Source: an optimization exercise on an open RTL-to-GDS flow (aim: small area). Production flows keep margins and buffers that such runs may drop. The clock port is modelled as an ideal driver; clocking choices that lean on that would not hold on a real chip. Power figures rest on the tool's default switching activity, not on a simulated workload.

==> flow/design.v <==
module ahb_slave(hreadyin, htrans, haddr, valid);
  input        hreadyin;
  input  [1:0] htrans;
  input  [31:0] haddr;
  output       valid;
  wire inwin = (haddr[31:28] == 4'b1000) & ~(haddr[27] & haddr[26]);
  assign valid = hreadyin & htrans[1] & inwin;
endmodule
module ahb_decode(addr, sel);
  input  [31:0] addr;
  output [2:0]  sel;
  assign sel[0] = (addr[31:28] == 4'b1000) & (addr[27:26] == 2'b00);
  assign sel[1] = (addr[31:28] == 4'b1000) & (addr[27:26] == 2'b01);
  assign sel[2] = (addr[31:28] == 4'b1000) & (addr[27:26] == 2'b10);
endmodule
module apb_controller(hclk, hresetn, hwrite, haddr, hwdata, valid,
                      pwrite, penable, psel, paddr, pwdata, hr_readyout);
  input        hclk, hresetn, hwrite, valid;
  input  [31:0] haddr, hwdata;
  output       pwrite, penable;
  output reg   hr_readyout;
  output [2:0] psel;
  output reg [31:0] paddr, pwdata;
  localparam ST_IDLE     = 4'b0_0_0_0,
             ST_RENABLE  = 4'b0_0_1_0,
             ST_WWAIT    = 4'b1_0_0_0,
             ST_READ0    = 4'b1_0_0_1,
             ST_WENABLE  = 4'b1_0_1_0,
             ST_WRITE    = 4'b0_1_0_0,
             ST_WRITEP   = 4'b0_1_0_1,
             ST_WENABLEP = 4'b0_1_1_0,
             ST_READ1    = 4'b0_1_1_1,
             ST_IDLE0    = 4'b0_0_0_1;   
  reg [3:0]  st, nst;
  reg [31:0] a1, a2;
  reg        w1, w2, b1, zz, psel_en;
  wire g1 = st[3], g2 = st[2], x = st[1], y = st[0];
  wire s_idle  = ~g1 & ~g2 & ~x;      
  wire s_idle0 = ~g1 & ~g2 & ~x & y;
  wire s_ren   = ~g1 & ~g2 &  x;
  wire s_wwait =  g1 & ~x & ~y;
  wire s_read0 =  g1 & ~x &  y;
  wire s_wen   =  g1 &  x;
  wire s_write =  g2 & ~x & ~y;
  wire s_wp    =  g2 & ~x &  y;
  wire s_wenp  =  g2 &  x & ~y;
  wire s_read1 =  g2 &  x &  y;
  wire s_read  = s_read0 | s_read1;
  wire s_idl   = ~g1 & ~g2;           
  wire rd = valid & ~hwrite;
  wire wr = valid &  hwrite;
  always @(*) begin
    if (s_idl | s_wen)
      nst = wr ? ST_WWAIT : (rd ? ST_READ0 : ST_IDLE);
    else if (s_read)
      nst = ST_RENABLE;
    else if (s_wwait)
      nst = valid ? ST_WRITEP : ST_WRITE;
    else if (s_write)
      nst = valid ? ST_WENABLEP : ST_WENABLE;
    else if (s_wp)
      nst = ST_WENABLEP;
    else  
      nst = ~w2 ? (hwrite ? ST_READ1 : ST_READ0) :
            (valid & w1) ? ST_WRITEP :
            ~valid ? ST_WRITE : ST_IDLE;
  end
  wire big    = hwrite & b1;
  wire holdA2 = (s_wwait & valid & big) |
                (s_wenp & (~w2 | (valid ? big : ~w1)));
  wire selA = ~g1 & ~g2;
  wire sel1 = g1;
  wire sel2 = g2 & ~zz;
  wire ldD = ~(s_write | s_wp | (s_wenp & valid & ~w1));
  always @(posedge hclk) begin
    a1 <= haddr;
    if (!holdA2) begin
      a2 <= a1;
      zz <= s_idle0;
    end
    w1 <= hwrite;
    w2 <= w1;
    b1 <= |hwdata[31:8];
    paddr  <= ({32{selA}} & haddr) | ({32{sel1}} & a1) | ({32{sel2}} & a2);
    if (ldD) pwdata <= hwdata;
  end
  always @(posedge hclk) begin
    if (!hresetn) begin
      st          <= ST_IDLE0;
      psel_en     <= 1'b0;
      hr_readyout <= 1'b1;
    end else begin
      st          <= nst;
      psel_en     <= (s_idl & rd) | (s_wen & wr) | ~(s_idl | s_wen);
      hr_readyout <= s_read | s_write |
                     (s_idl & ~rd) |
                     ((s_wwait | s_wen) & ~valid) |
                     (s_wp & w1) |
                     (s_wenp & ~valid & w2);
    end
  end
  wire [2:0] sel1dec;
  ahb_decode dec1(.addr(a1), .sel(sel1dec));
  assign psel    = psel_en ? sel1dec : 3'b000;
  assign penable = x & ~y;
  assign pwrite  = ~(s_read | s_ren) & (~s_wwait | w2);
endmodule
module bridge_top(hclk,hresetn,hwrite,haddr,hwdata,hreadyin,htrans,prdata,pwrite,penable,psel,paddr,pwdata,hrdata,hr_readyout,hresp);
input hclk,hresetn,hwrite,hreadyin;
input [1:0]htrans;
input [31:0]haddr,hwdata,prdata;
output pwrite,penable,hr_readyout;
output [1:0]hresp;
output [2:0]psel;
output [31:0]paddr,pwdata,hrdata;
wire valid;
ahb_slave ahb_sl(.hreadyin(hreadyin), .htrans(htrans), .haddr(haddr), .valid(valid));
apb_controller apb_c(.hclk(hclk), .hresetn(hresetn), .hwrite(hwrite),
                     .haddr(haddr), .hwdata(hwdata), .valid(valid),
                     .pwrite(pwrite), .penable(penable),
                     .psel(psel), .paddr(paddr), .pwdata(pwdata),
                     .hr_readyout(hr_readyout));
assign hrdata = prdata;
assign hresp  = 2'b00;
endmodule
clock: 4.0 ns
lec_check: 0
cap_margin: 0
core_margin: 2
core_utilization: 65
slew_margin: 0
standard.sh (not shown) runs the stock make flow with config.mk's settings and CLKGATE_MAP_FILE= SYNTH_SCRIPT=/design/flow/synth_recipe.tcl, a recipe that flattens the netlist after the stock synthesis.
==> flow/flow/run.sh <==
#!/bin/bash
# Own layout flow. Steps, each tool's full output in a log file here:
#  1. the standard synthesis (standard.sh synth)            -> flow_synth.log
#  2. area re-mapping of the combinational cells of that netlist
#     with Yosys/ABC (flow/remap_abc.script); the registers, their
#     names and cell types are kept as instances, untouched        -> flow_remap.log
#  3. the rest of the standard layout (standard.sh finish), with
#     - port buffers of the smallest buffer cell (buf_1),
#     - the clock tree built by flow/clock_tree.tcl (ORFS's
#       PRE_CTS_TCL hook): register clock pins grouped by position,
#       one leaf buffer per group; TritonCTS skips it              -> flow_make.log
set -euo pipefail
W=$PWD
RES=$W/orfs/results/$FLOW_PLATFORM/bridge_top/base
LIB=$FLOW_HOME/platforms/$FLOW_PLATFORM/lib/sky130_fd_sc_hd__tt_025C_1v80.lib
YOSYS=$FLOW_HOME/../tools/install/yosys/bin/yosys
[[ -x $YOSYS ]] || YOSYS=yosys
CTS_LEAF=${OWN_CTS_LEAF:-sky130_fd_sc_hd__clkbuf_16}
CTS_ROOT=${OWN_CTS_ROOT:-none}
CTS_MAX=${OWN_CTS_MAX_SINKS:-36}

bash standard.sh synth > flow_synth.log 2>&1

cp $RES/1_2_yosys.v $W/standard_1_2_yosys.v
DONT=""
for c in sky130_fd_sc_hd__probe_p_8 sky130_fd_sc_hd__probec_p_8 \
         $(grep -o 'cell *( *"\?sky130_fd_sc_hd__lpflow_[a-z0-9_]*' $LIB | grep -o 'sky130_fd_sc_hd__lpflow_[a-z0-9_]*' | sort -u); do
  DONT="$DONT -dont_use $c"
done
cat > $W/remap.ys <<YS
read_liberty -ignore_miss_func $LIB
setattr -mod -set keep_hierarchy 1 sky130_fd_sc_hd__dfxtp_1 sky130_fd_sc_hd__edfxtp_1 sky130_fd_sc_hd__conb_1
read_verilog $W/standard_1_2_yosys.v
hierarchy -top $FLOW_TOP
flatten
opt -purge $FLOW_TOP
abc -liberty $LIB -script $W/flow/remap_abc.script $DONT $FLOW_TOP
opt_clean -purge $FLOW_TOP
cd $FLOW_TOP
rename -hide w:* i:* %d o:* %d
insbuf -buf sky130_fd_sc_hd__buf_4 A X
opt_clean -purge
cd
select -assert-none $FLOW_TOP/t:\$*
select $FLOW_TOP
write_verilog -selected -noattr -nohex -nodec $W/remapped_1_2_yosys.v
YS
$YOSYS -l flow_remap.log -q $W/remap.ys
cp $W/remapped_1_2_yosys.v $RES/1_2_yosys.v

bash standard.sh BUFFER_PORTS_ARGS="-buffer_cell sky130_fd_sc_hd__buf_1" \
  PRE_CTS_TCL="$W/flow/clock_tree.tcl" OWN_CTS_LEAF=$CTS_LEAF \
  OWN_CTS_ROOT=$CTS_ROOT OWN_CTS_MAX_SINKS=$CTS_MAX finish > flow_make.log 2>&1
Other scripts of this flow, unchanged in this note and not shown: flow/flow/clock_tree.tcl, flow/flow/remap_abc.script
The baseline completed with no timing, DRC or antenna violations.
Next try:
--- a/flow/design.v
+++ b/flow/design.v
@@ -27,18 +27,16 @@
              ST_READ0    = 4'b1_0_0_1,
              ST_WENABLE  = 4'b1_0_1_0,
              ST_WRITE    = 4'b0_1_0_0,
              ST_WRITEP   = 4'b0_1_0_1,
              ST_WENABLEP = 4'b0_1_1_0,
-             ST_READ1    = 4'b0_1_1_1,
-             ST_IDLE0    = 4'b0_0_0_1;   
+             ST_READ1    = 4'b0_1_1_1;
   reg [3:0]  st, nst;
   reg [31:0] a1, a2;
-  reg        w1, w2, b1, zz, psel_en;
+  reg        w1, w2, b1, z, zz, psel_en;
   wire g1 = st[3], g2 = st[2], x = st[1], y = st[0];
-  wire s_idle  = ~g1 & ~g2 & ~x;      
-  wire s_idle0 = ~g1 & ~g2 & ~x & y;
+  wire s_idle  = ~g1 & ~g2 & ~x;
   wire s_ren   = ~g1 & ~g2 &  x;
   wire s_wwait =  g1 & ~x & ~y;
   wire s_read0 =  g1 & ~x &  y;
   wire s_wen   =  g1 &  x;
   wire s_write =  g2 & ~x & ~y;
@@ -71,24 +69,25 @@
   wire selA = ~g1 & ~g2;
   wire sel1 = g1;
   wire sel2 = g2 & ~zz;
   wire ldD = ~(s_write | s_wp | (s_wenp & valid & ~w1));
   always @(posedge hclk) begin
+    z  <= ~hresetn;
     a1 <= haddr;
     if (!holdA2) begin
       a2 <= a1;
-      zz <= s_idle0;
+      zz <= z;
     end
     w1 <= hwrite;
     w2 <= w1;
     b1 <= |hwdata[31:8];
     paddr  <= ({32{selA}} & haddr) | ({32{sel1}} & a1) | ({32{sel2}} & a2);
     if (ldD) pwdata <= hwdata;
   end
   always @(posedge hclk) begin
     if (!hresetn) begin
-      st          <= ST_IDLE0;
+      st          <= ST_IDLE;
       psel_en     <= 1'b0;
       hr_readyout <= 1'b1;
     end else begin
       st          <= nst;
       psel_en     <= (s_idl & rd) | (s_wen & wr) | ~(s_idl | s_wen);
After rerunning: Setup slack degrades by 0.45 ns. Power hardly moves. Combinational power stays flat. Via count came out higher by 0.83%. Utilization came out lower by 0.52 points. Routed wire length came out higher by 4.3%. Design area came out lower by 0.69%. Sequential power is about the same. Maximum frequency came out lower by 15%. Synthesized area hardly moves. Die area barely changes. Cell count came out lower by 1.2%. Register-to-register slack improves by 0.07 ns.
No functional check of the RTL was part of any run of this note.

-- what the ideal ports hide --
No port has a modelled driver above. Below, the same layouts with a new extraction and two added sets of constraints.
Step 1, drivers: a clkbuf_16 drives hclk and a buf_2 each remaining input, both assumed.
Step 2 times the ports against the registers' clock, not the clock port: input delays grow and output delays shrink by t, the midpoint of the rising clock arrivals with the driver on.
Three values: ideal, step 1, step 2; two values: the first two.
run | t, ns | slack for setup (ns) | latest minus earliest clock arrival (ns)
the first run | 0.248 | 1.346 / 1.272 / 1.233 | 0.015 / 0.015
the second run | 0.248 | 0.896 / 0.947 / 0.699 | 0.010 / 0.010
After both steps every run listed still meets setup and hold. For the second run, which loses most, drivers alone change the setup slack by +0.051 ns; drivers and shift together by -0.197 ns.
